Context: an optimization exercise on an open-source flow, tuned for small area and a short achievable clock period. The choices shown serve that exercise and are no tape-out recipe. Only simulation tests tie the RTL to the original design; equivalence was not proved. No activity file was given, so power comes from the tool's default toggle rates.

==> flow/run.sh <==
#!/bin/bash
# Layout flow: the standard synthesis unchanged, then the standard ORFS
# steps with our own port buffers, clock tree settings and timing target.
set -euo pipefail
HERE=$(cd "$(dirname "$0")" && pwd)
source "$HERE/settings.sh"

bash standard.sh synth > synth.log 2>&1
bash standard.sh \
  BUFFER_PORTS_ARGS="$PORT_BUF_ARGS" \
  CTS_ARGS="$CTS_ARGS_V" \
  SETUP_SLACK_MARGIN="$SETUP_MARGIN" \
  PRE_RESIZE_TCL="$HERE/pre_resize.tcl" \
  $EXTRA_MAKE_ARGS \
  finish > layout.log 2>&1
==> flow/pre_resize.tcl <==
# Stronger buffers on the input ports (they drive the decoders directly).
foreach inst [get_cells input*] {
  replace_cell $inst sky130_fd_sc_hd__buf_8
}
# The last gate of each register-file read bit drives the ALU, comparator,
# memory and output port: use the strongest or3.
foreach inst [get_cells -filter "ref_name == sky130_fd_sc_hd__or3_1"] {
  set net [get_full_name [get_nets -of_objects [get_pins [get_full_name $inst]/A]]]
  if {[string match "rp*" $net]} {
    replace_cell $inst sky130_fd_sc_hd__or3_4
  }
}
==> flow/settings.sh <==
# Settings read by run.sh
PORT_BUF_ARGS="-buffer_cell sky130_fd_sc_hd__buf_2"
CTS_ARGS_V="-sink_clustering_enable -repair_clock_nets -buf_list {sky130_fd_sc_hd__clkbuf_8} -sink_clustering_size 16 -sink_clustering_max_diameter 50 -dont_use_dummy_load"
SETUP_MARGIN=7
EXTRA_MAKE_ARGS=""
==> standard.sh <==
#!/bin/bash
# synth_recipe.tcl (not shown) runs the flow's synth.tcl, then flattens the netlist and writes it again
# the make line also repeats each setting of config.mk as NAME=value (left out here)
make -C /OpenROAD-flow-scripts/flow DESIGN_CONFIG=/design/flow/config.mk WORK_HOME=/design/flow/orfs CLKGATE_MAP_FILE= SYNTH_SCRIPT=/design/flow/synth_recipe.tcl "${@:-finish}"
==> config.mk <==
export PLATFORM = sky130hd
export DESIGN_NAME = SingleCycleCPU
export DESIGN_NICKNAME = SingleCycleCPU
export VERILOG_FILES = /design/flow/design.v
export SDC_FILE = /design/flow/constraint.sdc
export NUM_CORES = 8
export LEC_CHECK = 0
export CAP_MARGIN = 30
export CORE_MARGIN = 2
export CORE_UTILIZATION = 35
export PLACE_DENSITY = 0.65
export SLEW_MARGIN = 30
export SYNTH_HIERARCHICAL = 1
export SYNTH_MINIMUM_KEEP_SIZE = 0
==> constraint.sdc <==
create_clock -name core_clock -period 20.0 [get_ports {clk}]
set_input_delay 4.0000 -clock core_clock [delete_from_list [all_inputs] [get_ports {clk}]]
set_output_delay 4.0000 -clock core_clock [all_outputs]
set_load 0.01 [all_outputs]
==> design.v <==
`timescale 1ns / 1ps
module g_aoi222(input a1, b1, a2, b2, a3, b3, output y);
    assign y = ~((a1 & b1) | (a2 & b2) | (a3 & b3));
endmodule
module g_nand2(input a, b, output y);
    assign y = ~(a & b);
endmodule
module g_nand3(input a, b, c, output y);
    assign y = ~(a & b & c);
endmodule
module g_nand4(input a, b, c, d, output y);
    assign y = ~(a & b & c & d);
endmodule
module g_or2(input a, b, output y);
    assign y = a | b;
endmodule
module g_or3(input a, b, c, output y);
    assign y = a | b | c;
endmodule
module g_ha(input a, b, output s, co);
    assign s = a ^ b;
    assign co = a & b;
endmodule
module g_mux2(input a0, a1, s, output y);
    assign y = s ? a1 : a0;
endmodule
module g_inv(input a, output y);
    assign y = ~a;
endmodule
module g_xor2(input a, b, output y);
    assign y = a ^ b;
endmodule
module g_and2(input a, b, output y);
    assign y = a & b;
endmodule
module g_xnor2(input a, b, output y);
    assign y = ~(a ^ b);
endmodule
module g_nor2(input a, b, output y);
    assign y = ~(a | b);
endmodule
module g_aoi21(input a1, a2, b, output y);
    assign y = ~((a1 & a2) | b);
endmodule
module g_oai21(input a1, a2, b, output y);
    assign y = ~((a1 | a2) & b);
endmodule
module g_and4(input a, b, c, d, output y);
    assign y = a & b & c & d;
endmodule
module g_mux2i(input a0, a1, s, output y);
    assign y = ~(s ? a1 : a0);
endmodule
`timescale 1ns / 1ps
module aor31(input [30:0] d, input [30:0] s, output q);
    wire [10:0] n;
    genvar i;
    generate
        for (i = 0; i < 10; i = i + 1) begin : a
            g_aoi222 u(d[3*i], s[3*i], d[3*i+1], s[3*i+1], d[3*i+2], s[3*i+2], n[i]);
        end
    endgenerate
    g_nand2 u10(d[30], s[30], n[10]);
    wire x0, x1, x2;
    g_nand4 c0(n[0], n[1], n[2], n[3], x0);
    g_nand4 c1(n[4], n[5], n[6], n[7], x1);
    g_nand3 c2(n[8], n[9], n[10], x2);
    g_or3 o(x0, x1, x2, q);
endmodule
module aor16(input [15:0] d, input [15:0] s, output q);
    wire [5:0] n;
    genvar i;
    generate
        for (i = 0; i < 5; i = i + 1) begin : a
            g_aoi222 u(d[3*i], s[3*i], d[3*i+1], s[3*i+1], d[3*i+2], s[3*i+2], n[i]);
        end
    endgenerate
    g_nand2 u5(d[15], s[15], n[5]);
    wire x0, x1;
    g_nand3 c0(n[0], n[1], n[2], x0);
    g_nand3 c1(n[3], n[4], n[5], x1);
    g_or2 o(x0, x1, q);
endmodule
module aor4(input [3:0] d, input [3:0] s, output q);
    wire n0, n1;
    g_aoi222 u0(d[0], s[0], d[1], s[1], d[2], s[2], n0);
    g_nand2 u1(d[3], s[3], n1);
    g_nand2 o(n0, n1, q);
endmodule
module aor5(input [4:0] d, input [4:0] s, output q);
    wire n0, n1, n2;
    g_aoi222 u0(d[0], s[0], d[1], s[1], d[2], s[2], n0);
    g_nand2 u1(d[3], s[3], n1);
    g_nand2 u2(d[4], s[4], n2);
    g_nand3 o(n0, n1, n2, q);
endmodule
module aor3(input [2:0] d, input [2:0] s, output q);
    wire n0;
    g_aoi222 u0(d[0], s[0], d[1], s[1], d[2], s[2], n0);
    g_inv o(n0, q);
endmodule
module aorn #(parameter N = 8) (input [N-1:0] d, input [N-1:0] s, output q);
    localparam G = N / 3;               
    localparam R = N - 3 * G;           
    localparam L = G + R;               
    wire [L-1:0] n;
    genvar i;
    generate
        for (i = 0; i < G; i = i + 1) begin : a
            g_aoi222 u(d[3*i], s[3*i], d[3*i+1], s[3*i+1], d[3*i+2], s[3*i+2], n[i]);
        end
        for (i = 0; i < R; i = i + 1) begin : b
            g_nand2 u(d[3*G+i], s[3*G+i], n[G+i]);
        end
        if (N == 1) begin : c1
            g_and2 o(d[0], s[0], q);
        end else if (L == 1) begin : c2
            g_inv o(n[0], q);
        end else if (L == 2) begin : c3
            g_nand2 o(n[0], n[1], q);
        end else if (L == 3) begin : c4
            g_nand3 o(n[0], n[1], n[2], q);
        end else begin : c5
            g_nand4 o(n[0], n[1], n[2], n[3], q);
        end
    endgenerate
endmodule
`timescale 1ns / 1ps
module inc_r #(parameter W = 14) (input [W-1:0] a, input ci, output [W-1:0] y, output co);
    wire [W:0] c;
    assign c[0] = ci;
    genvar i;
    generate
        for (i = 0; i < W; i = i + 1) begin : b
            g_ha h(.a(a[i]), .b(c[i]), .s(y[i]), .co(c[i+1]));
        end
    endgenerate
    assign co = c[W];
endmodule
module dec_r #(parameter W = 14) (input [W-1:0] a, output [W-1:0] y);
    wire [W-1:0] an = ~a;
    wire [W-1:0] yn;
    wire co;
    inc_r #(W) u(.a(an), .ci(1'b1), .y(yn), .co(co));    
    assign y = ~yn;
endmodule
module add16c(input [15:0] a, input [15:0] b, output [15:0] s, output co);
    wire [16:0] p, g;
    adder #(17) u(.a({1'b0, a}), .b({1'b0, b}), .cin(1'b1), .s({co, s}), .p(p), .g(g));
endmodule
module takensel(input eq, beq, bne, beq_n, bne_n, output t, tn);
    g_mux2i u0(.a0(bne_n), .a1(beq_n), .s(eq), .y(t));
    g_mux2i u1(.a0(bne), .a1(beq), .s(eq), .y(tn));
endmodule
module PC(
    input [29:0] pc,
    input halt,
    input beq, bne, eq,
    input jump,
    input [15:0] imm,
    input [25:0] j_addr,
    output [29:0] npc
    );
    wire [15:0] p4_lo, bt_lo;
    wire c_lo, c16, c_y;
    inc_r #(16) il(.a(pc[15:0]), .ci(1'b1), .y(p4_lo), .co(c_lo));
    add16c al(.a(pc[15:0]), .b(imm), .s(bt_lo), .co(c16));
    wire [13:0] hi_p, hi_m;
    inc_r #(14) ip(.a(pc[29:16]), .ci(1'b1), .y(hi_p), .co(c_y));
    dec_r #(14) im(.a(pc[29:16]), .y(hi_m));
    wire beq_n = ~beq, bne_n = ~bne;
    wire [4:0] tk, tkn;
    wire seq = ~(halt | jump);            
    wire n_same = halt | ((seq | jump) & ~c_lo);    
    wire n_inc = (seq | jump) & c_lo;               
    wire [29:0] other, bt;
    wire b_same = c16 == imm[15];
    wire b_inc = c16 & ~imm[15];
    wire b_dec = ~c16 & imm[15];
    genvar i;
    generate
        for (i = 0; i < 16; i = i + 1) begin : lo
            aor3 m(.d({j_addr[i], pc[i], p4_lo[i]}), .s({jump, halt, seq}), .q(other[i]));
            assign bt[i] = bt_lo[i];
        end
        for (i = 16; i < 26; i = i + 1) begin : mid
            aor3 m(.d({j_addr[i], hi_p[i-16], pc[i]}), .s({jump, n_inc & ~jump, n_same & ~jump}), .q(other[i]));
        end
        for (i = 26; i < 30; i = i + 1) begin : hi
            aor3 m(.d({1'b0, hi_p[i-16], pc[i]}), .s({1'b0, n_inc, ~n_inc}), .q(other[i]));
        end
        for (i = 16; i < 30; i = i + 1) begin : bh
            aor3 m(.d({hi_m[i-16], hi_p[i-16], pc[i]}), .s({b_dec, b_inc, b_same}), .q(bt[i]));
        end
        for (i = 0; i < 5; i = i + 1) begin : tc
            takensel ts(.eq(eq), .beq(beq), .bne(bne), .beq_n(beq_n), .bne_n(bne_n),
                        .t(tk[i]), .tn(tkn[i]));
        end
        for (i = 0; i < 30; i = i + 1) begin : f
            wire n0, n1;
            wire taken = tk[i / 6], taken_n = tkn[i / 6];
            g_nand2 u0(other[i], taken_n, n0);
            g_nand2 u1(bt[i], taken, n1);
            g_nand2 u2(n0, n1, npc[i]);
        end
    endgenerate
endmodule
`timescale 1ns / 1ps
module CU(
    input [5:0] opCode,
    output op_ori, op_and, op_or, op_sll, op_slti,
    output op_sw, op_lw, op_beq, op_bne, op_j, op_halt,
    output useImm,    
    output subtract,  
    output RegWre,    
    output RegDst     
    );
    wire op_addi = opCode == 6'b000001;
    wire op_sub  = opCode == 6'b000010;
    assign op_ori  = opCode == 6'b010000;
    assign op_and  = opCode == 6'b010001;
    assign op_or   = opCode == 6'b010010;
    assign op_sll  = opCode == 6'b011000;
    assign op_slti = opCode == 6'b011011;
    assign op_sw   = opCode == 6'b100110;
    assign op_lw   = opCode == 6'b100111;
    assign op_beq  = opCode == 6'b110000;
    assign op_bne  = opCode == 6'b110001;
    assign op_j    = opCode == 6'b111000;
    assign op_halt = opCode == 6'b111111;
    assign useImm = op_addi | op_sw | op_lw | op_slti;
    assign subtract = op_sub | op_beq | op_bne | op_slti;
    assign RegWre = ~(op_sw | op_beq | op_bne | op_j | op_halt);
    assign RegDst = ~(op_addi | op_ori | op_lw | op_slti);
endmodule
`timescale 1ns / 1ps
module prefix #(parameter N = 32) (input [N-1:0] g, input [N-1:0] p, input cin, output [N-1:0] c);
    reg [N-1:0] G, P, Gn, Pn;
    integer l, i;
    always @(*) begin
        G = g;
        P = p;
        G[0] = g[0] | (p[0] & cin);
        for (l = 1; l < N; l = l * 2) begin
            Gn = G;
            Pn = P;
            for (i = l; i < N; i = i + 1) begin
                Gn[i] = G[i] | (P[i] & G[i-l]);
                Pn[i] = P[i] & P[i-l];
            end
            G = Gn;
            P = Pn;
        end
    end
    assign c = {G[N-2:0], cin};
endmodule
module adder #(parameter N = 32) (input [N-1:0] a, input [N-1:0] b, input cin,
                                  output [N-1:0] s, output [N-1:0] p, output [N-1:0] g);
    wire [N-1:0] c;
    genvar i;
    generate
        for (i = 0; i < N; i = i + 1) begin : b_
            g_xor2 xp(a[i], b[i], p[i]);
            g_and2 ag(a[i], b[i], g[i]);
            g_xor2 xs(p[i], c[i], s[i]);
        end
    endgenerate
    prefix #(N) pf(.g(g), .p(p), .cin(cin), .c(c));
endmodule
module eq32(input [31:0] a, input [31:0] b, output eq);
    assign eq = a == b;
endmodule
module shl32(input [31:0] a, input [4:0] sh, output [31:0] y);
    wire [3:0] d1 = 4'b1 << sh[1:0];
    wire [7:0] d2 = 8'b1 << sh[4:2];
    wire [31:0] t;
    genvar i, k;
    generate
        for (i = 0; i < 32; i = i + 1) begin : s1
            localparam N1 = (i < 3) ? i + 1 : 4;
            wire [N1-1:0] dd;
            for (k = 0; k < N1; k = k + 1) begin : t_
                assign dd[k] = a[i-k];
            end
            aorn #(N1) m(.d(dd), .s(d1[N1-1:0]), .q(t[i]));
        end
        for (i = 0; i < 32; i = i + 1) begin : s2
            localparam N2 = i / 4 + 1;
            wire [N2-1:0] dd;
            for (k = 0; k < N2; k = k + 1) begin : t_
                assign dd[k] = t[i-4*k];
            end
            aorn #(N2) m(.d(dd), .s(d2[N2-1:0]), .q(y[i]));
        end
    endgenerate
endmodule
module ALU(
    input [31:0] A,         
    input [31:0] R2,
    input [15:0] imm,
    input [4:0] sa,
    input op_ori, op_and, op_or, op_sll, op_slti,
    input useImm, subtract,
    output [31:0] result
    );
    wire useI = useImm | op_ori;
    wire [31:0] ext = {{16{imm[15] & ~op_ori}}, imm};
    wire [31:0] B = (useI ? ext : R2) ^ {32{subtract}};
    wire [31:0] sum, p, g;
    wire c31;
    adder32k add(.a(A), .b(B), .cin(subtract), .s(sum), .p(p), .g(g), .cm(c31));
    wire lt = (A[31] ^ imm[15]) ? A[31] : ~c31;
    wire [31:0] shl;
    shl32 sh(.a(R2), .sh(sa), .y(shl));
    wire is_sum = ~(op_ori | op_and | op_or | op_sll | op_slti);
    wire s_or = op_ori | op_or;           
    wire s_g = s_or | op_and;             
    aor5 r0(.d({sum[0], op_slti & lt, shl[0], g[0], p[0]}),
            .s({is_sum, 1'b1, op_sll, s_g, s_or}), .q(result[0]));
    genvar i;
    generate
        for (i = 1; i < 32; i = i + 1) begin : r
            aor4 m(.d({sum[i], shl[i], g[i], p[i]}), .s({is_sum, op_sll, s_g, s_or}), .q(result[i]));
        end
    endgenerate
endmodule
module adder32k(input [31:0] a, input [31:0] b, input cin,
               output [31:0] s, output [31:0] p, output [31:0] g, output cm);
    wire w0, w1, w2, w3, w4, w5, w6, w7, w8, w9, w10, w11, w12, w13, w14, w15, w16, w17, w18, w19, w20, w21, w22, w23, w24, w25, w26, w27, w28, w29, w30, w31, w32, w33, w34, w35, w36, w37, w38, w39, w40, w41, w42, w43, w44, w45, w46, w47, w48, w49, w50, w51, w52, w53, w54, w55, w56, w57, w58, w59, w60, w61, w62, w63, w64, w65, w66, w67, w68, w69, w70, w71, w72, w73, w74, w75, w76, w77, w78, w79, w80, w81, w82, w83, w84, w85, w86, w87, w88, w89, w90, w91, w92, w93, w94, w95, w96, w97, w98, w99, w100, w101, w102, w103, w104, w105, w106, w107, w108, w109, w110, w111, w112, w113, w114, w115, w116, w117, w118, w119, w120, w121, w122, w123, w124, w125, w126, w127, w128, w129, w130, w131, w132, w133, w134, w135, w136, w137, w138, w139, w140, w141, w142, w143, w144, w145, w146, w147, w148, w149, w150, w151, w152, w153, w154, w155, w156, w157, w158, w159, w160, w161, w162, w163, w164, w165, w166, w167, w168, w169, w170, w171, w172, w173, w174, w175, w176, w177, w178, w179, w180, w181, w182, w183, w184, w185, w186, w187, w188, w189, w190, w191, w192, w193, w194, w195, w196, w197, w198, w199, w200, w201, w202, w203, w204, w205, w206, w207, w208, w209, w210, w211, w212, w213, w214, w215, w216, w217, w218, w219, w220, w221, w222, w223, w224, w225, w226, w227, w228, w229, w230, w231, w232, w233, w234, w235, w236, w237, w238, w239;
    g_xor2 xp0(a[0], b[0], p[0]);
    g_and2 ag0(a[0], b[0], g[0]);
    g_xor2 xp1(a[1], b[1], p[1]);
    g_and2 ag1(a[1], b[1], g[1]);
    g_xor2 xp2(a[2], b[2], p[2]);
    g_and2 ag2(a[2], b[2], g[2]);
    g_xor2 xp3(a[3], b[3], p[3]);
    g_and2 ag3(a[3], b[3], g[3]);
    g_xor2 xp4(a[4], b[4], p[4]);
    g_and2 ag4(a[4], b[4], g[4]);
    g_xor2 xp5(a[5], b[5], p[5]);
    g_and2 ag5(a[5], b[5], g[5]);
    g_xor2 xp6(a[6], b[6], p[6]);
    g_and2 ag6(a[6], b[6], g[6]);
    g_xor2 xp7(a[7], b[7], p[7]);
    g_and2 ag7(a[7], b[7], g[7]);
    g_xor2 xp8(a[8], b[8], p[8]);
    g_and2 ag8(a[8], b[8], g[8]);
    g_xor2 xp9(a[9], b[9], p[9]);
    g_and2 ag9(a[9], b[9], g[9]);
    g_xor2 xp10(a[10], b[10], p[10]);
    g_and2 ag10(a[10], b[10], g[10]);
    g_xor2 xp11(a[11], b[11], p[11]);
    g_and2 ag11(a[11], b[11], g[11]);
    g_xor2 xp12(a[12], b[12], p[12]);
    g_and2 ag12(a[12], b[12], g[12]);
    g_xor2 xp13(a[13], b[13], p[13]);
    g_and2 ag13(a[13], b[13], g[13]);
    g_xor2 xp14(a[14], b[14], p[14]);
    g_and2 ag14(a[14], b[14], g[14]);
    g_xor2 xp15(a[15], b[15], p[15]);
    g_and2 ag15(a[15], b[15], g[15]);
    g_xor2 xp16(a[16], b[16], p[16]);
    g_and2 ag16(a[16], b[16], g[16]);
    g_xor2 xp17(a[17], b[17], p[17]);
    g_and2 ag17(a[17], b[17], g[17]);
    g_xor2 xp18(a[18], b[18], p[18]);
    g_and2 ag18(a[18], b[18], g[18]);
    g_xor2 xp19(a[19], b[19], p[19]);
    g_and2 ag19(a[19], b[19], g[19]);
    g_xor2 xp20(a[20], b[20], p[20]);
    g_and2 ag20(a[20], b[20], g[20]);
    g_xor2 xp21(a[21], b[21], p[21]);
    g_and2 ag21(a[21], b[21], g[21]);
    g_xor2 xp22(a[22], b[22], p[22]);
    g_and2 ag22(a[22], b[22], g[22]);
    g_xor2 xp23(a[23], b[23], p[23]);
    g_and2 ag23(a[23], b[23], g[23]);
    g_xor2 xp24(a[24], b[24], p[24]);
    g_and2 ag24(a[24], b[24], g[24]);
    g_xor2 xp25(a[25], b[25], p[25]);
    g_and2 ag25(a[25], b[25], g[25]);
    g_xor2 xp26(a[26], b[26], p[26]);
    g_and2 ag26(a[26], b[26], g[26]);
    g_xor2 xp27(a[27], b[27], p[27]);
    g_and2 ag27(a[27], b[27], g[27]);
    g_xor2 xp28(a[28], b[28], p[28]);
    g_and2 ag28(a[28], b[28], g[28]);
    g_xor2 xp29(a[29], b[29], p[29]);
    g_and2 ag29(a[29], b[29], g[29]);
    g_xor2 xp30(a[30], b[30], p[30]);
    g_and2 ag30(a[30], b[30], g[30]);
    g_xor2 xp31(a[31], b[31], p[31]);
    g_and2 ag31(a[31], b[31], g[31]);
    g_xor2 xs0(p[0], cin, s[0]);
    g_xnor2 xs1(p[1], w0, s[1]);
    g_xnor2 xs2(p[2], w2, s[2]);
    g_xor2 xs3(p[3], w63, s[3]);
    g_xor2 xs4(p[4], w64, s[4]);
    g_xnor2 xs5(p[5], w122, s[5]);
    g_xnor2 xs6(p[6], w124, s[6]);
    g_xnor2 xs7(p[7], w125, s[7]);
    g_xnor2 xs8(p[8], w126, s[8]);
    g_xor2 xs9(p[9], w175, s[9]);
    g_xor2 xs10(p[10], w176, s[10]);
    g_xor2 xs11(p[11], w178, s[11]);
    g_xor2 xs12(p[12], w180, s[12]);
    g_xor2 xs13(p[13], w181, s[13]);
    g_xor2 xs14(p[14], w182, s[14]);
    g_xor2 xs15(p[15], w183, s[15]);
    g_xor2 xs16(p[16], w184, s[16]);
    g_xnor2 xs17(p[17], w218, s[17]);
    g_xnor2 xs18(p[18], w220, s[18]);
    g_xnor2 xs19(p[19], w221, s[19]);
    g_xnor2 xs20(p[20], w222, s[20]);
    g_xnor2 xs21(p[21], w224, s[21]);
    g_xnor2 xs22(p[22], w226, s[22]);
    g_xnor2 xs23(p[23], w228, s[23]);
    g_xnor2 xs24(p[24], w230, s[24]);
    g_xnor2 xs25(p[25], w231, s[25]);
    g_xnor2 xs26(p[26], w232, s[26]);
    g_xnor2 xs27(p[27], w233, s[27]);
    g_xnor2 xs28(p[28], w234, s[28]);
    g_xnor2 xs29(p[29], w235, s[29]);
    g_xnor2 xs30(p[30], w236, s[30]);
    g_xnor2 xs31(p[31], w237, s[31]);
    assign cm = w239;
    g_aoi21 u0(p[0], cin, g[0], w0);
    g_inv u1(w0, w1);
    g_aoi21 u2(p[1], w1, g[1], w2);
    g_aoi21 u3(p[2], g[1], g[2], w3);
    g_nand2 u4(p[2], p[1], w4);
    g_aoi21 u5(p[3], g[2], g[3], w5);
    g_nand2 u6(p[3], p[2], w6);
    g_aoi21 u7(p[4], g[3], g[4], w7);
    g_nand2 u8(p[4], p[3], w8);
    g_aoi21 u9(p[5], g[4], g[5], w9);
    g_nand2 u10(p[5], p[4], w10);
    g_aoi21 u11(p[6], g[5], g[6], w11);
    g_nand2 u12(p[6], p[5], w12);
    g_aoi21 u13(p[7], g[6], g[7], w13);
    g_nand2 u14(p[7], p[6], w14);
    g_aoi21 u15(p[8], g[7], g[8], w15);
    g_nand2 u16(p[8], p[7], w16);
    g_aoi21 u17(p[9], g[8], g[9], w17);
    g_nand2 u18(p[9], p[8], w18);
    g_aoi21 u19(p[10], g[9], g[10], w19);
    g_nand2 u20(p[10], p[9], w20);
    g_aoi21 u21(p[11], g[10], g[11], w21);
    g_nand2 u22(p[11], p[10], w22);
    g_aoi21 u23(p[12], g[11], g[12], w23);
    g_nand2 u24(p[12], p[11], w24);
    g_aoi21 u25(p[13], g[12], g[13], w25);
    g_nand2 u26(p[13], p[12], w26);
    g_aoi21 u27(p[14], g[13], g[14], w27);
    g_nand2 u28(p[14], p[13], w28);
    g_aoi21 u29(p[15], g[14], g[15], w29);
    g_nand2 u30(p[15], p[14], w30);
    g_aoi21 u31(p[16], g[15], g[16], w31);
    g_nand2 u32(p[16], p[15], w32);
    g_aoi21 u33(p[17], g[16], g[17], w33);
    g_nand2 u34(p[17], p[16], w34);
    g_aoi21 u35(p[18], g[17], g[18], w35);
    g_nand2 u36(p[18], p[17], w36);
    g_aoi21 u37(p[19], g[18], g[19], w37);
    g_nand2 u38(p[19], p[18], w38);
    g_aoi21 u39(p[20], g[19], g[20], w39);
    g_nand2 u40(p[20], p[19], w40);
    g_aoi21 u41(p[21], g[20], g[21], w41);
    g_nand2 u42(p[21], p[20], w42);
    g_aoi21 u43(p[22], g[21], g[22], w43);
    g_nand2 u44(p[22], p[21], w44);
    g_aoi21 u45(p[23], g[22], g[23], w45);
    g_nand2 u46(p[23], p[22], w46);
    g_aoi21 u47(p[24], g[23], g[24], w47);
    g_nand2 u48(p[24], p[23], w48);
    g_aoi21 u49(p[25], g[24], g[25], w49);
    g_nand2 u50(p[25], p[24], w50);
    g_aoi21 u51(p[26], g[25], g[26], w51);
    g_nand2 u52(p[26], p[25], w52);
    g_aoi21 u53(p[27], g[26], g[27], w53);
    g_nand2 u54(p[27], p[26], w54);
    g_aoi21 u55(p[28], g[27], g[28], w55);
    g_nand2 u56(p[28], p[27], w56);
    g_aoi21 u57(p[29], g[28], g[29], w57);
    g_nand2 u58(p[29], p[28], w58);
    g_aoi21 u59(p[30], g[29], g[30], w59);
    g_nand2 u60(p[30], p[29], w60);
    g_aoi21 u61(p[31], g[30], g[31], w61);
    g_nand2 u62(p[31], p[30], w62);
    g_oai21 u63(w4, w0, w3, w63);
    g_oai21 u64(w6, w2, w5, w64);
    g_oai21 u65(w8, w3, w7, w65);
    g_nor2 u66(w8, w4, w66);
    g_oai21 u67(w10, w5, w9, w67);
    g_nor2 u68(w10, w6, w68);
    g_oai21 u69(w12, w7, w11, w69);
    g_nor2 u70(w12, w8, w70);
    g_oai21 u71(w14, w9, w13, w71);
    g_nor2 u72(w14, w10, w72);
    g_oai21 u73(w16, w11, w15, w73);
    g_nor2 u74(w16, w12, w74);
    g_oai21 u75(w18, w13, w17, w75);
    g_nor2 u76(w18, w14, w76);
    g_oai21 u77(w20, w15, w19, w77);
    g_nor2 u78(w20, w16, w78);
    g_oai21 u79(w22, w17, w21, w79);
    g_nor2 u80(w22, w18, w80);
    g_oai21 u81(w24, w19, w23, w81);
    g_nor2 u82(w24, w20, w82);
    g_oai21 u83(w26, w21, w25, w83);
    g_nor2 u84(w26, w22, w84);
    g_oai21 u85(w28, w23, w27, w85);
    g_nor2 u86(w28, w24, w86);
    g_oai21 u87(w30, w25, w29, w87);
    g_nor2 u88(w30, w26, w88);
    g_oai21 u89(w32, w27, w31, w89);
    g_nor2 u90(w32, w28, w90);
    g_oai21 u91(w34, w29, w33, w91);
    g_nor2 u92(w34, w30, w92);
    g_oai21 u93(w36, w31, w35, w93);
    g_nor2 u94(w36, w32, w94);
    g_oai21 u95(w38, w33, w37, w95);
    g_nor2 u96(w38, w34, w96);
    g_oai21 u97(w40, w35, w39, w97);
    g_nor2 u98(w40, w36, w98);
    g_oai21 u99(w42, w37, w41, w99);
    g_nor2 u100(w42, w38, w100);
    g_oai21 u101(w44, w39, w43, w101);
    g_nor2 u102(w44, w40, w102);
    g_oai21 u103(w46, w41, w45, w103);
    g_nor2 u104(w46, w42, w104);
    g_oai21 u105(w48, w43, w47, w105);
    g_nor2 u106(w48, w44, w106);
    g_oai21 u107(w50, w45, w49, w107);
    g_nor2 u108(w50, w46, w108);
    g_oai21 u109(w52, w47, w51, w109);
    g_nor2 u110(w52, w48, w110);
    g_oai21 u111(w54, w49, w53, w111);
    g_nor2 u112(w54, w50, w112);
    g_oai21 u113(w56, w51, w55, w113);
    g_nor2 u114(w56, w52, w114);
    g_oai21 u115(w58, w53, w57, w115);
    g_nor2 u116(w58, w54, w116);
    g_oai21 u117(w60, w55, w59, w117);
    g_nor2 u118(w60, w56, w118);
    g_oai21 u119(w62, w57, w61, w119);
    g_nor2 u120(w62, w58, w120);
    g_inv u121(w0, w121);
    g_aoi21 u122(w66, w121, w65, w122);
    g_inv u123(w2, w123);
    g_aoi21 u124(w68, w123, w67, w124);
    g_aoi21 u125(w70, w63, w69, w125);
    g_aoi21 u126(w72, w64, w71, w126);
    g_aoi21 u127(w74, w65, w73, w127);
    g_nand2 u128(w74, w66, w128);
    g_aoi21 u129(w76, w67, w75, w129);
    g_nand2 u130(w76, w68, w130);
    g_aoi21 u131(w78, w69, w77, w131);
    g_nand2 u132(w78, w70, w132);
    g_aoi21 u133(w80, w71, w79, w133);
    g_nand2 u134(w80, w72, w134);
    g_aoi21 u135(w82, w73, w81, w135);
    g_nand2 u136(w82, w74, w136);
    g_aoi21 u137(w84, w75, w83, w137);
    g_nand2 u138(w84, w76, w138);
    g_aoi21 u139(w86, w77, w85, w139);
    g_nand2 u140(w86, w78, w140);
    g_aoi21 u141(w88, w79, w87, w141);
    g_nand2 u142(w88, w80, w142);
    g_aoi21 u143(w90, w81, w89, w143);
    g_nand2 u144(w90, w82, w144);
    g_aoi21 u145(w92, w83, w91, w145);
    g_nand2 u146(w92, w84, w146);
    g_aoi21 u147(w94, w85, w93, w147);
    g_nand2 u148(w94, w86, w148);
    g_aoi21 u149(w96, w87, w95, w149);
    g_nand2 u150(w96, w88, w150);
    g_aoi21 u151(w98, w89, w97, w151);
    g_nand2 u152(w98, w90, w152);
    g_aoi21 u153(w100, w91, w99, w153);
    g_nand2 u154(w100, w92, w154);
    g_aoi21 u155(w102, w93, w101, w155);
    g_nand2 u156(w102, w94, w156);
    g_aoi21 u157(w104, w95, w103, w157);
    g_nand2 u158(w104, w96, w158);
    g_aoi21 u159(w106, w97, w105, w159);
    g_nand2 u160(w106, w98, w160);
    g_aoi21 u161(w108, w99, w107, w161);
    g_nand2 u162(w108, w100, w162);
    g_aoi21 u163(w110, w101, w109, w163);
    g_nand2 u164(w110, w102, w164);
    g_aoi21 u165(w112, w103, w111, w165);
    g_nand2 u166(w112, w104, w166);
    g_aoi21 u167(w114, w105, w113, w167);
    g_nand2 u168(w114, w106, w168);
    g_aoi21 u169(w116, w107, w115, w169);
    g_nand2 u170(w116, w108, w170);
    g_aoi21 u171(w118, w109, w117, w171);
    g_nand2 u172(w118, w110, w172);
    g_aoi21 u173(w120, w111, w119, w173);
    g_nand2 u174(w120, w112, w174);
    g_oai21 u175(w128, w0, w127, w175);
    g_oai21 u176(w130, w2, w129, w176);
    g_inv u177(w63, w177);
    g_oai21 u178(w132, w177, w131, w178);
    g_inv u179(w64, w179);
    g_oai21 u180(w134, w179, w133, w180);
    g_oai21 u181(w136, w122, w135, w181);
    g_oai21 u182(w138, w124, w137, w182);
    g_oai21 u183(w140, w125, w139, w183);
    g_oai21 u184(w142, w126, w141, w184);
    g_oai21 u185(w144, w127, w143, w185);
    g_nor2 u186(w144, w128, w186);
    g_oai21 u187(w146, w129, w145, w187);
    g_nor2 u188(w146, w130, w188);
    g_oai21 u189(w148, w131, w147, w189);
    g_nor2 u190(w148, w132, w190);
    g_oai21 u191(w150, w133, w149, w191);
    g_nor2 u192(w150, w134, w192);
    g_oai21 u193(w152, w135, w151, w193);
    g_nor2 u194(w152, w136, w194);
    g_oai21 u195(w154, w137, w153, w195);
    g_nor2 u196(w154, w138, w196);
    g_oai21 u197(w156, w139, w155, w197);
    g_nor2 u198(w156, w140, w198);
    g_oai21 u199(w158, w141, w157, w199);
    g_nor2 u200(w158, w142, w200);
    g_oai21 u201(w160, w143, w159, w201);
    g_nor2 u202(w160, w144, w202);
    g_oai21 u203(w162, w145, w161, w203);
    g_nor2 u204(w162, w146, w204);
    g_oai21 u205(w164, w147, w163, w205);
    g_nor2 u206(w164, w148, w206);
    g_oai21 u207(w166, w149, w165, w207);
    g_nor2 u208(w166, w150, w208);
    g_oai21 u209(w168, w151, w167, w209);
    g_nor2 u210(w168, w152, w210);
    g_oai21 u211(w170, w153, w169, w211);
    g_nor2 u212(w170, w154, w212);
    g_oai21 u213(w172, w155, w171, w213);
    g_nor2 u214(w172, w156, w214);
    g_oai21 u215(w174, w157, w173, w215);
    g_nor2 u216(w174, w158, w216);
    g_inv u217(w0, w217);
    g_aoi21 u218(w186, w217, w185, w218);
    g_inv u219(w2, w219);
    g_aoi21 u220(w188, w219, w187, w220);
    g_aoi21 u221(w190, w63, w189, w221);
    g_aoi21 u222(w192, w64, w191, w222);
    g_inv u223(w122, w223);
    g_aoi21 u224(w194, w223, w193, w224);
    g_inv u225(w124, w225);
    g_aoi21 u226(w196, w225, w195, w226);
    g_inv u227(w125, w227);
    g_aoi21 u228(w198, w227, w197, w228);
    g_inv u229(w126, w229);
    g_aoi21 u230(w200, w229, w199, w230);
    g_aoi21 u231(w202, w175, w201, w231);
    g_aoi21 u232(w204, w176, w203, w232);
    g_aoi21 u233(w206, w178, w205, w233);
    g_aoi21 u234(w208, w180, w207, w234);
    g_aoi21 u235(w210, w181, w209, w235);
    g_aoi21 u236(w212, w182, w211, w236);
    g_aoi21 u237(w214, w183, w213, w237);
    g_aoi21 u238(w216, w184, w215, w238);
    g_inv u239(w237, w239);
endmodule
`timescale 1ns / 1ps
module SumDec4(input [3:0] a, input [3:0] b, output [15:0] m);
    wire [3:0] x, xn, o, g;
    genvar i, r;
    generate
        for (i = 0; i < 4; i = i + 1) begin : b_
            g_xor2 ux(a[i], b[i], x[i]);
            g_inv un(x[i], xn[i]);
            g_or2 uo(a[i], b[i], o[i]);
            g_and2 ua(a[i], b[i], g[i]);
        end
        wire [3:0] t1, t2, t3;
        for (i = 1; i < 4; i = i + 1) begin : t_
            wire e00, e01, e10, e11;
            g_xnor2 u00(x[i], o[i-1], e00);    
            g_xor2  u01(x[i], o[i-1], e01);    
            g_xnor2 u10(x[i], g[i-1], e10);    
            g_xor2  u11(x[i], g[i-1], e11);    
            if (i == 1) assign t1 = {e11, e10, e01, e00};
            if (i == 2) assign t2 = {e11, e10, e01, e00};
            if (i == 3) assign t3 = {e11, e10, e01, e00};
        end
        for (r = 0; r < 16; r = r + 1) begin : m_
            g_and4 u(r[0] ? x[0] : xn[0],
                     t1[{r[0], r[1]}], t2[{r[1], r[2]}], t3[{r[2], r[3]}], m[r]);
        end
    endgenerate
endmodule
module SumDecC(input [3:0] a, input [3:0] b, input c, output [15:0] mn);
    wire [3:0] x, o, g;
    wire x0c, x0cn;
    genvar i, r;
    generate
        for (i = 0; i < 4; i = i + 1) begin : b_
            g_xor2 ux(a[i], b[i], x[i]);
            g_or2 uo(a[i], b[i], o[i]);
            g_and2 ua(a[i], b[i], g[i]);
        end
        g_xor2 uc(x[0], c, x0c);           
        g_inv ucn(x0c, x0cn);
        wire [3:0] t1, t2, t3;
        for (i = 1; i < 4; i = i + 1) begin : t_
            wire e00, e01, e10, e11;
            g_xnor2 u00(x[i], o[i-1], e00);
            g_xor2  u01(x[i], o[i-1], e01);
            g_xnor2 u10(x[i], g[i-1], e10);
            g_xor2  u11(x[i], g[i-1], e11);
            if (i == 1) assign t1 = {e11, e10, e01, e00};
            if (i == 2) assign t2 = {e11, e10, e01, e00};
            if (i == 3) assign t3 = {e11, e10, e01, e00};
        end
        for (r = 0; r < 16; r = r + 1) begin : m_
            g_nand4 u(r[0] ? x0c : x0cn,
                      t1[{r[0], r[1]}], t2[{r[1], r[2]}], t3[{r[2], r[3]}], mn[r]);
        end
    endgenerate
endmodule
module MemSel(
    input [5:0] ra,           
    input [5:0] ia,           
    input we,
    input [63:0] mvalid,      
    output [63:0] rsel,       
    output [63:0] wen,
    output [15:0] wsel,       
    output [15:0] osel_n      
    );
    reg [31:0] sel;
    always @(*) begin
        case ({ra[1:0], ia[1:0]})
            4'd0: sel = {16'h8421, 16'h8421};
            4'd1: sel = {16'h1842, 16'h4218};
            4'd2: sel = {16'h2184, 16'h2184};
            4'd3: sel = {16'h4218, 16'h1842};
            4'd4: sel = {16'h1842, 16'h4218};
            4'd5: sel = {16'h2184, 16'h2184};
            4'd6: sel = {16'h4218, 16'h1842};
            4'd7: sel = {16'h8421, 16'h8421};
            4'd8: sel = {16'h2184, 16'h2184};
            4'd9: sel = {16'h4218, 16'h1842};
            4'd10: sel = {16'h8421, 16'h8421};
            4'd11: sel = {16'h1842, 16'h4218};
            4'd12: sel = {16'h4218, 16'h1842};
            4'd13: sel = {16'h8421, 16'h8421};
            4'd14: sel = {16'h1842, 16'h4218};
            4'd15: sel = {16'h2184, 16'h2184};
            default: sel = 32'b0;
        endcase
    end
    assign osel_n = sel[31:16];
    assign wsel = sel[15:0];
    wire we_n = ~we;
    genvar k, r;
    generate
        for (k = 0; k < 4; k = k + 1) begin : bank
            wire [5:0] bk = ia + 6'd3 - k;
            wire ck = (ra[1] & bk[1]) | ((ra[1] | bk[1]) & ra[0] & bk[0]);
            wire [15:0] mn;
            SumDecC sd(.a(ra[5:2]), .b(bk[5:2]), .c(ck), .mn(mn));
            for (r = 0; r < 16; r = r + 1) begin : row
                wire vn;
                g_inv uv(mvalid[4*r + k], vn);
                g_nor2 ur(mn[r], vn, rsel[16*k + r]);
                g_nor2 uw(mn[r], we_n, wen[16*k + r]);
            end
        end
    endgenerate
endmodule
module MemRead(
    input [511:0] ram,         
    input [63:0] rsel,
    input [15:0] osel,
    output [31:0] word
    );
    wire [7:0] bout [0:3];
    genvar k, b, r, i;
    generate
        for (k = 0; k < 4; k = k + 1) begin : bank
            for (b = 0; b < 8; b = b + 1) begin : bit_
                wire [15:0] col;
                for (r = 0; r < 16; r = r + 1) begin : rr
                    assign col[r] = ram[8*(4*r+k) + b];
                end
                aor16 m(.d(col), .s(rsel[16*k +: 16]), .q(bout[k][b]));
            end
        end
        for (i = 0; i < 4; i = i + 1) begin : ob
            for (b = 0; b < 8; b = b + 1) begin : bit_
                aor4 m(.d({bout[3][b], bout[2][b], bout[1][b], bout[0][b]}),
                       .s(osel[4*i +: 4]), .q(word[31-8*i-7+b]));
            end
        end
    endgenerate
endmodule
module MemWData(
    input [31:0] DataIn,
    input [15:0] wsel,
    output [31:0] wbytes       
    );
    genvar k, b;
    generate
        for (k = 0; k < 4; k = k + 1) begin : bank
            for (b = 0; b < 8; b = b + 1) begin : bit_
                aor4 m(.d({DataIn[b], DataIn[8+b], DataIn[16+b], DataIn[24+b]}),
                       .s({wsel[4*k+3], wsel[4*k+2], wsel[4*k+1], wsel[4*k+0]}),
                       .q(wbytes[8*k+b]));
            end
        end
    endgenerate
endmodule
`timescale 1ns / 1ps
module RegRead(
    input [31*32-1:0] d,      
    input [31:1] valid,
    input [4:0] ra,
    output [31:0] q
    );
    wire [31:0] oh = 32'b1 << ra;
    wire [30:0] s = oh[31:1] & valid;
    genvar b, i;
    generate
        for (b = 0; b < 32; b = b + 1) begin : bit_
            wire [30:0] col;
            for (i = 0; i < 31; i = i + 1) begin : r
                assign col[i] = d[32*i + b];
            end
            aor31 m(.d(col), .s(s), .q(q[b]));
        end
    endgenerate
endmodule
`timescale 1ns / 1ps
module SingleCycleCPU(
    input clk, Reset,
    input [31:0] instr,
    output [5:0] opCode,
    output [31:0] ReadData1, ReadData2, currentPC, nextPC, result, DMOut,
    output [4:0] rs, rt
);
    wire [4:0] rd = instr[15:11];
    wire [4:0] sa = instr[10:6];
    wire [15:0] imm = instr[15:0];
    assign opCode = instr[31:26];
    assign rs = instr[25:21];
    assign rt = instr[20:16];
    wire op_ori, op_and, op_or, op_sll, op_slti, op_sw, op_lw, op_beq, op_bne, op_j, op_halt;
    wire useImm, subtract, RegWre, RegDst;
    CU cu(.opCode(opCode), .op_ori(op_ori), .op_and(op_and), .op_or(op_or), .op_sll(op_sll),
          .op_slti(op_slti), .op_sw(op_sw), .op_lw(op_lw), .op_beq(op_beq), .op_bne(op_bne),
          .op_j(op_j), .op_halt(op_halt), .useImm(useImm), .subtract(subtract),
          .RegWre(RegWre), .RegDst(RegDst));
    reg [31:2] pc;                
    reg [31:0] regFile [1:31];    
    reg [31:1] valid;             
    reg [7:0] ram [0:63];         
    reg [63:0] mvalid;            
    wire [31*32-1:0] rflat;
    genvar g;
    generate
        for (g = 1; g < 32; g = g + 1) begin : rf
            assign rflat[32*(g-1) +: 32] = regFile[g];
        end
    endgenerate
    RegRead rp1(.d(rflat), .valid(valid), .ra(rs), .q(ReadData1));
    RegRead rp2(.d(rflat), .valid(valid), .ra(rt), .q(ReadData2));
    ALU alu(.A(ReadData1), .R2(ReadData2), .imm(imm), .sa(sa),
            .op_ori(op_ori), .op_and(op_and), .op_or(op_or), .op_sll(op_sll),
            .op_slti(op_slti), .useImm(useImm), .subtract(subtract), .result(result));
    wire eq;
    eq32 cmp(.a(ReadData1), .b(ReadData2), .eq(eq));
    wire [29:0] npc;
    PC pcl(.pc(pc), .halt(op_halt), .beq(op_beq), .bne(op_bne), .eq(eq), .jump(op_j),
           .imm(imm), .j_addr(instr[25:0]), .npc(npc));
    assign currentPC = {pc, 2'b00};
    assign nextPC = {npc, 2'b00};
    wire [63:0] rsel, wen;
    wire [15:0] wsel, osel_n;
    MemSel ms(.ra(ReadData1[5:0]), .ia(imm[5:0]), .we(op_sw), .mvalid(mvalid), .rsel(rsel), .wen(wen), .wsel(wsel), .osel_n(osel_n));
    wire [511:0] rambits;
    generate
        for (g = 0; g < 64; g = g + 1) begin : rb
            assign rambits[8*g +: 8] = ram[g];
        end
    endgenerate
    MemRead mr(.ram(rambits), .rsel(rsel), .osel(osel_n), .word(DMOut));
    wire [31:0] wd = op_lw ? DMOut : result;
    wire [31:0] wbytes;
    MemWData mw(.DataIn(ReadData2), .wsel(wsel), .wbytes(wbytes));
    wire [4:0] wa = RegDst ? rd : rt;
    integer j;
    always @(posedge clk or negedge Reset) begin
        if (Reset == 0) pc <= 0;
        else pc <= npc;
    end
    generate
        for (g = 1; g < 32; g = g + 1) begin : w
            wire wen_r = RegWre && wa == g;
            always @(posedge clk) if (wen_r) regFile[g] <= wd;
            always @(posedge clk or negedge Reset) begin
                if (Reset == 0) valid[g] <= 1'b0;
                else if (wen_r) valid[g] <= 1'b1;
            end
        end
        for (g = 0; g < 64; g = g + 1) begin : m
            always @(posedge clk) if (wen[16*(g%4) + g/4]) ram[g] <= wbytes[8*(g%4) +: 8];
            always @(posedge clk or negedge Reset) begin
                if (Reset == 0) mvalid[g] <= 1'b0;
                else if (wen[16*(g%4) + g/4]) mvalid[g] <= 1'b1;
            end
        end
    endgenerate
endmodule
==> metrics.md, run 1 <==
| Metric | Value |
|---|---|
| Mapped Cells | `5067` |
| Max Freq | `between 70 and 80 MHz` |
| Buffers on Ports | `approximately 240` |
| Num CTS Buffers | `139` |
| Detail Route Antenna Nets | `0` |
| Tot Pwr | `~0.0086 W` |
| Die Y | `between 400 and 500 um` |
| Internal power | `0.005577 W` |
| First-pass GRT wire length | `~380000 um` |
| WP data required | `approximately 16 ns` |
| Count of final setup violators | `0` |
| Die area | `roughly 0.21 mm^2` |
| Final #Nets | `5710` |
| VDD IR max | `around 0.000087 V` |
| Max_slew headroom | `35.03%` |
| Switching Power | `0.003008 W` |
| TritonCTS clock tree | `yes` |
| Worst EP arrival | `between 9 and 10 ns` |
| Slew @ Worst Pin | `0.9746 ns` |
| Initial core utilization | `about a third` |
| Clk Latency, worst-skew pair | `slightly below 1 ns` |
| Inst Count DP | `between 8000 and 9000` |
| Worst setup SP type | `input port` |
| CP max stage delay | `0.55 ns` |
| CP Max Fanout | `32` |
| Max Buffers Root-to-Sink | `3` |
| Max-cap violation count | `0` |
| Largest net degree at the start of global routing | `66` |
| Finished Layout Cells | `around 8400` |
| Mean post-synth cell area | `around 14 um^2` |
| Layout area overhead | `14.40%` |
| Clock Root Buffer | `clkbuf_8` |
| Hpwl dp | `~180000 um` |
| Most used cell, CP | `buf_12` |
| Clock Skews | `0.1613 ns` |
| Fin worst setup slack | `about 7 ns` |
| Fin Setup TNS | `0 ns` |
| Syn Std Cell Area | `0.07292 mm^2` |
| Die W | `approximately 460 um` |
| Leakage | `28.75 nW` |
| Area post-placement | `0.07909 mm^2` |
| Seq pwr share | `between 50% and 60%` |
| Vias/cell | `6.742` |
| Share of cells above drive strength 1 | `around a fifth` |
| # rows | `between 150 and 200` |
| Dpl ws | `roughly 6 ns` |
| Critical path class | `input port to primary output` |
| Area of the core | `just over 0.2 mm^2` |
| Slowest cell on the critical path | `a222oi_1` |
| RePlAce Congestion | `around 0.96` |
| Via count | `between 50000 and 60000` |
| GRT Overall Usage | `between 20% and 30%` |
| Clock power frac | `19.5%` |
| Post-Route WL | `~280000 um` |
| Fin area | `roughly 0.083 mm^2` |
| Setup crit end kind | `primary output` |
| Yosys warning count | `12` |
| CP Cell Sequence | `buf_12, nor3b_2, and3_4, buf_12, a222oi_1, nand4_1, or3_4, buf_12, xor2_4, buf_12, xnor2_2, nand4_1, nor2_4, a222oi_1, nand3_1, or2_4, a222oi_1, nand2_2, buf_6` |
| Pwr per Cell Area | `around 100 mW/mm^2` |
| R2R setup slack | `between 10 and 15 ns` |
| Vias in the first global route | `~52000` |
| IO Count | `242` |
| HP Class | `flop to flop` |
| Post-detailed-route wirelength per cell | `33.71 um` |
| RSZ-0062 raised after global routing | `true` |
| Outcome | `timing/DRC/antenna clean` |
| Drt initial violations | `14614` |
| Comb power frac | `29.2%` |
| CTS clk-pin slew, worst paths | `roughly 0.050 ns` |
| DR pass1 iterations | `17` |
| Net Sw Frac | `a little over a third` |
| Overflow after GRT | `0` |
| Fin crit period | `~13 ns` |
| H-tree depth | `4` |
| Final worst path period share | `65.37%` |
| Initial antenna violation count | `17` |
| Final Max Slew Viols | `0` |
| Number of remaining DRC errors | `0` |
| Hold Violations, Final | `0` |
| CTS sink count | `about 1600` |
## path summary, 6_finish.rpt
kind,start,endpoint,depth (start not counted)
worst max-delay path,instr[24],DMOut[14],19
worst min-delay path,mvalid[61]$_DFFE_PN0P_,mvalid[61]$_DFFE_PN0P_,1
worst max register to register,valid[9]$_DFFE_PN0P_,regFile[10][14]$_DFFE_PP_,18
worst min register to register,mvalid[61]$_DFFE_PN0P_,mvalid[61]$_DFFE_PN0P_,1
max in group asynchronous,Reset,valid[6]$_DFFE_PN0P_,2
min in group asynchronous,Reset,mvalid[13]$_DFFE_PN0P_,1
## final cells by class
type                       instances  area [um^2]
fill                           18946       123600
sequential                      1629        48290
multi-input combinational       3170        24750
timing repair buffer             486         4220
tap                             2788         3488
clock buffer                     139         1913
inverter                         196        735.7
antenna                           10        25.02
## power groups by stage
stage	sequential (W)	clock [W]	combinational, W
floorplan	0.00445	0	0.00122
global placement	0.00447	0	0.00221
detailed placement	0.00448	0	0.00229
CTS	0.00440	0.00169	0.00233
global route	0.00442	0.00180	0.00259
finish	0.00441	0.00167	0.00250
## routing by layer
layer	global-route usage, %	vias to the layer above	wire, um	part of all wire (%)
met3	6.468	772	40860	14
met2	38.21	4774	126700	45
li1	-	22826	-	-
met4	11.80	12	17550	6.2
met5	0	-	70	0.025
met1	32.28	28373	98650	35
## per-stage QoR
step / utilization [%] / hold WS, ns
global placement: 37.86 / 0.4509
floorplan: - / 0.4396
detailed placement: 38.20 / 0.4525
global route: 40.28 / 0.4663
finish: 40.29 / 0.4636
CTS: 39.45 / 0.4643
## placed cells by master (no fill, tap or decap), types with 43 or more instances in the layout
cell,instances
a21oi_2,80
buf_4,180
nand4_1,200
nand2_1,515
nand3_1,142
xor2_1,137
o21ai_1,51
clkbuf_8,139
and3_1,43
ha_1,54
nor2_1,153
xnor2_1,66
or2_2,66
or3_4,65
edfxtp_1,1504
dfrtp_1,125
a222oi_1,1006
buf_2,201
inv_1,191
and2_1,67
## sequential cells by signal, indices dropped and copies added (netlist names)
signal	cells
mvalid	64
pc	30
ram	512
regFile	992
valid	31
## timing repair
item,in CTS,in global routing
cloned,2,17
pin swaps,48,103
hold buffers,0,0
setup buffers,18,62
setup endpoints to repair,38,53
resized for setup,115,196
## critical path: cells and delay by family
| kind | cells | cell delay (ns) |
|---|---|---|
| AND/OR/NAND/NOR | 9 | 2.47 |
| buffers and inverters | 5 | 0.80 |
| XOR/XNOR | 2 | 0.35 |
| AO/OA/AOI/OAI | 3 | 1.39 |
==> run 2, diff against run 1 <==
--- a/flow/settings.sh
+++ b/flow/settings.sh
@@ -4,2 +4,2 @@
 SETUP_MARGIN=7
-EXTRA_MAKE_ARGS=""
+EXTRA_MAKE_ARGS="TNS_END_PERCENT=20"
--- a/config.mk
+++ b/config.mk
@@ -9,4 +9,3 @@
 export CORE_MARGIN = 2
-export CORE_UTILIZATION = 35
-export PLACE_DENSITY = 0.65
+export CORE_UTILIZATION = 22
 export SLEW_MARGIN = 30
==> run 2 against run 1 <==
Still clean on timing, DRC and antenna. Count of clock-buffer cells in the layout is 23 higher. Hold slack hardly changed. Non-clock buffer count is 38 lower. Synthesized cell count stayed put. Critical path type unchanged. Highest routed layer unchanged.
==> metrics.md, run 2 <==
| Metric | Value |
|---|---|
| Clock Skews | `0.1677 ns (+0.006410 ns)` |
| Area of the core | `0.3300 mm^2 (+59%)` |
| Area post-placement | `0.08110 mm^2 (+2.5%)` |
| Comb power frac | `30.1% (+0.9 points)` |
| Worst EP arrival | `9.22 ns (+0.15 ns)` |
| Count of final setup violators | `0 (unchanged)` |
| Finished Layout Cells | `10000 (+19%)` |
| Clock power frac | `20.3% (+0.8 points)` |
| Largest net degree at the start of global routing | `65 (-1.5%)` |
| Share of cells above drive strength 1 | `19.91% (-0.48 points)` |
| First-pass GRT wire length | `414700 um (+9.1%)` |
| Fill cells | `33810 (+78%)` |
| Via count | `57276 (+0.91%)` |
| Routed wl met2 | `138600 um (+9.5%)` |
| CP Max Fanout | `16 (-50%)` |
| RSZ-0062 raised after global routing | `true` |
| Inst Count DP | `9753 (+19%)` |
| Most used cell, CP | `a222oi_1` |
| Initial antenna violation count | `33 (+16)` |
| Die area | `0.3361 mm^2 (+59%)` |
| Net Sw Frac | `36.24% (+1.2 points)` |
| Initial core utilization | `22.10% (-13 points)` |
| Final Max Slew Viols | `0 (unchanged)` |
| Switching Power | `0.003227 W (+7.3%)` |
| Critical Path Start | `instr[23]` |
| TritonCTS clock tree | `yes` |
| Slew @ Worst Pin | `1.038 ns (+0.06357 ns)` |
| Layout area overhead | `16.73%` |
| CTS sink count | `1629 (unchanged)` |
| Worst setup SP type | `input port` |
| RR Startpoint | `valid[2]$_DFFE_PN0P_` |
| # rows | `211 (+26%)` |
| Largest register FFs | `992 (unchanged)` |
| Pwr per Cell Area | `104.6 mW/mm^2 (+1.6%)` |
| Critical path class | `input port to primary output` |
| Number of remaining DRC errors | `0 (unchanged)` |
| Yosys warning count | `12 (unchanged)` |
| Slowest cell on the critical path | `or3_4` |
| Die W | `579.7 um (+26%)` |
| CP Cell Sequence | `buf_8, nor2b_1, and3_4, buf_12, a222oi_1, nand4_1, or3_4, buf_12, xor2_4, xor2_4, buf_4, nand4_1, nor2_2, a222oi_1, nand3_1, or2_4, a222oi_1, nand2_1, buf_2` |
| Setup crit end kind | `primary output` |
| IO Count | `242 (unchanged)` |
| Final #Nets | `5695 (-0.26%)` |
| Overflow after GRT | `0 (unchanged)` |
| Tot Pwr | `0.008903 W (+3.7%)` |
| Vias/cell | `5.728 (-15%)` |
| Leakage | `28.63 nW (-0.44%)` |
| DR pass1 iterations | `15 (-2)` |
| Die Y | `579.7 um (+26%)` |
| GRT Overall Usage | `17.13% (-7.6 points)` |
| Syn Std Cell Area | `0.07292 mm^2 (unchanged)` |
| Mapped Cells | `5067 (unchanged)` |
| Seq pwr share | `49.6% (-1.8 points)` |
| Max-cap violation count | `0 (unchanged)` |
| RePlAce Congestion | `0.9705 (+1.1%)` |
| Post-detailed-route wirelength per cell | `30.86 um (-8.5%)` |
| Clock Root Buffer | `clkbuf_8` |
| Max Freq | `75.65 MHz (-1.1%)` |
| Regs by FF count | `regFile (992), ram (512), mvalid (64)` |
| Detail Route Antenna Nets | `0 (unchanged)` |
| H-tree depth | `4 (unchanged)` |
| HP Class | `flop to flop` |
| Post-Route WL | `308600 um (+8.7%)` |
| CP max stage delay | `0.56 ns (about the same)` |
| Hold Path Origin | `mvalid[31]$_DFFE_PN0P_` |
| Commonest non-fill, non-tap cell in the layout | `edfxtp_1` |
| Max_slew headroom | `30.79% (-4.2 points)` |
| Largest reg by FF count | `regFile` |
| Buffers on Ports | `237 (unchanged)` |
| Clk Latency, worst-skew pair | `0.97 ns (-0.02 ns)` |
| Highest Signal Layer | `met5` |
| Fin crit period | `13.22 ns (+0.1456 ns)` |
| Vias in the first global route | `53890 (+3.4%)` |
| Fin area | `0.08512 mm^2 (+2.0%)` |
| Routed length on met1 | `105800 um (+7.3%)` |
| Drt initial violations | `14362 (-1.7%)` |
| WP data required | `16.00 ns (about the same)` |
| Final Util | `25.79% (-14 points)` |
| Internal power | `0.005676 W (+1.8%)` |
| Final worst path period share | `66.10% (+0.73 points)` |
| Mean post-synth cell area | `14.39 um^2 (unchanged)` |
| Multi-input logic area | `0.02473 mm^2 (about the same)` |
| Num CTS Buffers | `162 (+17%)` |
| Highest-count cells in the layout ignoring fill and taps | `1504 x edfxtp_1, 1006 x a222oi_1, 514 x nand2_1` |
| CTS clk-pin slew, worst paths | `0.05 ns (about the same)` |
| Max Buffers Root-to-Sink | `3 (unchanged)` |
| Hold Violations, Final | `0 (unchanged)` |
| Routed wl met3 | `42360 um (+3.7%)` |
| FF+latch area | `0.04829 mm^2 (unchanged)` |
| Hpwl dp | `199600 um (+12%)` |
| Fin Setup TNS | `0 ns (unchanged)` |
| VDD IR max | `0.00007097 V (-18%)` |
| Outcome | `timing/DRC/antenna clean` |
[run 2: repair_timing]
action                                 4_1_cts  5_1_grt
endpoints found under the hold margin        0        0
pin swaps                                   47      103
gates resized for setup                     88      187
setup buffers                               18       31
cloned                                       0        7
hold buffers                                 0        0
setup endpoints to repair                   56       67
[run 2: power groups by stage]
stage	Sequential [W]	Clock (W)	Combinational, W
2_1_floorplan	0.00445	0	0.00122
3_3_place_gp	0.00448	0	0.00240
3_5_place_dp	0.00448	0	0.00248
4_1_cts	0.00441	0.00183	0.00253
5_1_grt	0.00443	0.00194	0.00276
6_report	0.00441	0.00181	0.00268
[run 2: layout make-up]
cell class                 instances  area share, %
sequential                      1629          56.73
multi-input combinational       3170          29.05
tap                             4366          6.417
timing repair buffer             448          4.235
clock buffer                     162          2.619
inverter                         196         0.8643
antenna                           29        0.08525
[run 2: critical path: cells and delay by family]
family | cells | cell delay [ns]
AND/OR/NAND/NOR | 9 | 2.63
AO/OA/AOI/OAI | 3 | 1.27
buffers and inverters | 5 | 0.86
XOR/XNOR | 2 | 0.40
[run 2: final timing paths]
kind	cells past startpoint	slack, ns	to
worst max-delay path	19	6.78	DMOut[17]
worst min-delay path	1	0.46	mvalid[31]$_DFFE_PN0P_
worst max register to register	16	13.72	regFile[23][9]$_DFFE_PP_
worst min register to register	1	0.46	mvalid[31]$_DFFE_PN0P_
max in group asynchronous	2	15.81	valid[27]$_DFFE_PN0P_
min in group asynchronous	1	2.95	mvalid[20]$_DFFE_PN0P_
[run 2: per-stage QoR]
step	hold WS [ns]	setup WS (ns)
global route	0.4884	6.861
floorplan	0.4396	7.642
detailed placement	0.4527	5.967
CTS	0.4688	6.846
finish	0.4637	6.781
global placement	0.4509	5.485
[run 2: per-layer routing]
metal / vias to the layer above / GRT usage [%]
met5: - / 0
met4: 4 / 10.21
met3: 883 / 4.790
met2: 4870 / 27.09
met1: 28701 / 20.75
li1: 22818 / -
==> run 3, diff against run 2 <==
==> flow/settings.sh (replaced) <==
# Settings read by run.sh
PORT_BUF_ARGS="-buffer_cell sky130_fd_sc_hd__buf_2"
CTS_ARGS_V="-sink_clustering_enable -repair_clock_nets -buf_list {sky130_fd_sc_hd__clkbuf_8} -sink_clustering_size 16 -sink_clustering_max_diameter 50 -dont_use_dummy_load"
SETUP_MARGIN=7.5
EXTRA_MAKE_ARGS="TNS_END_PERCENT=20"
--- a/config.mk
+++ b/config.mk
@@ -9,3 +9,4 @@
 export CORE_MARGIN = 2
-export CORE_UTILIZATION = 22
+export CORE_UTILIZATION = 35
+export PLACE_DENSITY = 0.65
 export SLEW_MARGIN = 30
==> run 3 against run 2 <==
Sequential share of layout area is 0.15 points higher. Setup slack better by 0.19 ns. Synthesized area unchanged. Critical endpoint is now DMOut[14]. Largest cell class unchanged.
==> metrics.md, run 3 <==
| Metric | Value |
|---|---|
| Share of cells above drive strength 1 | `22.92% (+3.0 points)` |
| VDD IR max | `0.00008732 V (+23%)` |
| Mapped Cells | `5067 (unchanged)` |
| Inst Count DP | `8169 (-16%)` |
| RePlAce Congestion | `0.9604 (-1.0%)` |
| Max Freq | `76.77 MHz (+1.5%)` |
| Drt initial violations | `14688 (+2.3%)` |
| Layout area overhead | `16.42%` |
| Vias in the first global route | `52893 (-1.9%)` |
| Finished Layout Cells | `8479 (-15%)` |
| Clk Latency, worst-skew pair | `0.99 ns (+0.02 ns)` |
| CTS sink count | `1629 (unchanged)` |
| H-tree depth | `4 (unchanged)` |
| Pwr per Cell Area | `102.5 mW/mm^2 (-2.0%)` |
| Multi-input logic area | `0.02533 mm^2 (+2.4%)` |
| WP data required | `16.00 ns (about the same)` |
| Syn Std Cell Area | `0.07292 mm^2 (unchanged)` |
| Die area | `0.2120 mm^2 (-37%)` |
| RSZ-0062 raised after global routing | `true` |
| Hold Violations, Final | `0 (unchanged)` |
| Die W | `460.5 um (-21%)` |
| Post-Route WL | `287500 um (-6.9%)` |
| IO Count | `242 (unchanged)` |
| Max Buffers Root-to-Sink | `3 (unchanged)` |
| Number of remaining DRC errors | `0 (unchanged)` |
| Area of the core | `0.2071 mm^2 (-37%)` |
| HP Class | `flop to flop` |
| CP max stage delay | `0.54 ns (-0.02 ns)` |
| Fin Setup TNS | `0 ns (unchanged)` |
| Num CTS Buffers | `139 (-14%)` |
| Largest register FFs | `992 (unchanged)` |
| Count of final setup violators | `0 (unchanged)` |
| Leakage | `29.33 nW (+2.5%)` |
| Vias/cell | `6.765 (+18%)` |
| Final #Nets | `5774 (+1.4%)` |
| Fill cells | `18788 (-44%)` |
| Clock Skews | `0.1595 ns (-0.008207 ns)` |
| Mean post-synth cell area | `14.39 um^2 (unchanged)` |
| Initial core utilization | `35.22% (+13 points)` |
| Clock Root Buffer | `clkbuf_8` |
| Highest-count cells in the layout ignoring fill and taps | `1504 x edfxtp_1, 1006 x a222oi_1, 507 x nand2_1` |
| TritonCTS clock tree | `yes` |
| Initial antenna violation count | `19 (-42%)` |
| Die Y | `460.5 um (-21%)` |
| Final worst path period share | `65.13% (-0.97 points)` |
| # rows | `167 (-21%)` |
| GRT Overall Usage | `25.44% (+8.3 points)` |
| Commonest non-fill, non-tap cell in the layout | `edfxtp_1` |
| Slowest cell on the critical path | `or3_4` |
| Post-detailed-route wirelength per cell | `33.90 um (+9.9%)` |
| Overflow after GRT | `0 (unchanged)` |
| Max_slew headroom | `37.14% (+6.4 points)` |
| FF+latch area | `0.04829 mm^2 (unchanged)` |
| Worst setup SP type | `input port` |
| Outcome | `timing/DRC/antenna clean` |
| Critical path class | `input port to primary output` |
| DR pass1 iterations | `17 (+2)` |
| CTS clk-pin slew, worst paths | `0.05 ns (about the same)` |
| Detail Route Antenna Nets | `0 (unchanged)` |
| Yosys warning count | `12 (unchanged)` |
| Regs by FF count | `regFile (992), ram (512), mvalid (64)` |
| CP Cell Sequence | `buf_12, and3b_2, and3_4, buf_12, a222oi_1, nand4_1, or3_4, buf_12, xor2_4, xnor2_2, nand4_1, nor2_4, a222oi_1, nand3_1, or2_4, a222oi_1, nand2_2, buf_6` |
| CP Max Fanout | `5 (-11)` |
| Setup crit end kind | `primary output` |
| Largest reg by FF count | `regFile` |
| First-pass GRT wire length | `389100 um (-6.2%)` |
| Slew @ Worst Pin | `0.9429 ns (-0.09532 ns)` |
| Max-cap violation count | `0 (unchanged)` |
| Worst EP arrival | `9.03 ns (-0.19 ns)` |
| Via count | `57358 (+0.14%)` |
| Fin crit period | `13.03 ns (-0.1930 ns)` |
| Largest net degree at the start of global routing | `66 (+1.5%)` |
| Final Max Slew Viols | `0 (unchanged)` |
| Buffers on Ports | `237 (unchanged)` |
| Hpwl dp | `178200 um (-11%)` |
==> run 3: metal layers <==
metal,GRT usage (%),routed length [um],vias up
li1,-,-,22935
met1,32.67,97980,28511
met2,39.23,128200,5002
met3,6.773,42300,896
met4,13.52,18820,14
met5,0.1148,122,-
==> run 3: layout make-up <==
class	instances	area share (%)
antenna	7	0.02063
sequential	1629	56.88
inverter	196	0.8696
clock buffer	139	2.253
multi-input combinational	3171	29.84
tap	2788	4.109
timing repair buffer	549	6.025
==> run 3: timing repair <==
action / 4_1_cts / 5_1_grt
resized for setup: 238 / 241
gates cloned: 14 / 11
pin swaps: 101 / 144
endpoints found under the setup margin: 58 / 90
setup buffers: 59 / 79
hold buffers: 0 / 0
==> run 3: worst max-delay path, delay by kind of cell <==
| family | cells | cell delay (ns) |
|---|---|---|
| and+or+nand+nor | 9 | 2.60 |
| buffers and inverters | 4 | 0.61 |
| AOI/OAI and AO/OA | 3 | 1.34 |
| xor gates and xnor gates | 2 | 0.44 |
==> run 3: worst paths after layout <==
path	from	endpoint	slack (ns)	depth (start not counted)
min in group asynchronous	Reset	mvalid[13]$_DFFE_PN0P_	3.04	1
max reg2reg	valid[1]$_DFFE_PN0P_	regFile[6][25]$_DFFE_PP_	13.86	20
min reg2reg	mvalid[61]$_DFFE_PN0P_	mvalid[61]$_DFFE_PN0P_	0.46	1
max in group asynchronous	Reset	valid[6]$_DFFE_PN0P_	15.56	2
min	mvalid[61]$_DFFE_PN0P_	mvalid[61]$_DFFE_PN0P_	0.46	1
max	instr[24]	DMOut[14]	6.97	18
==> run 3: power by group <==
group | internal, W | leakage (nW) | total, W | switching, W
sequential | 0.00432 | 15.2 | 0.00441 | 0.0000919
clock | 0.000620 | 0.999 | 0.00167 | 0.00105
combinational | 0.000712 | 13.1 | 0.00262 | 0.00191
total | 0.00565 | 29.3 | 0.00870 | 0.00305
==> run 3: per-stage QoR <==
| step | cell area (um^2) | setup slack [ns] | power (W) | hold WS [ns] | util, % |
|---|---|---|---|---|---|
| after global routing | 84890 | 7.017 | 0.008927 | 0.4828 | 40.99 |
| after floorplan | 72970 | 7.642 | 0.005674 | 0.4396 | - |
| after global placement | 78410 | 5.937 | 0.006684 | 0.4509 | 37.86 |
| after CTS | 82930 | 7.150 | 0.008483 | 0.4643 | 40.05 |
| after detailed placement | 79090 | 5.993 | 0.006767 | 0.4525 | 38.20 |
| final | 84900 | 6.974 | 0.008700 | 0.4646 | 41.00 |

==> separate check: timing with driven ports <==
Ports are ideal in the flow. The routed layouts listed here were re-timed in OpenROAD.
Step 1 sets driving cells, clkbuf_16 on the clock port and buf_2 on the other inputs (assumed; they add their load-dependent delay and slew).
Step 2 adds t to the input delays and takes it off the output delays; t is the mean of the earliest and latest rising clock arrival at the registers after step 1. Input paths then give back, and output paths get back, about the clock's delay inside the block.
a / b / c = ideal ports / drivers / drivers and shift; a / b = the first two.
| run | t (ns) | slack for setup (ns) | worst setup path after step 2 |
|---|---|---|---|
| run 1 | 0.992 | 6.926 / 6.865 / 6.865 | input to output |
| run 2 | 0.963 | 6.781 / 6.642 / 6.642 | input to output |
| run 3 | 1.002 | 6.974 / 6.768 / 6.768 | input to output |
After both steps setup and hold are still met in every run listed. The setup slack of run 3, which loses most, moves by -0.206 ns with the drivers and by -0.206 ns with both steps.
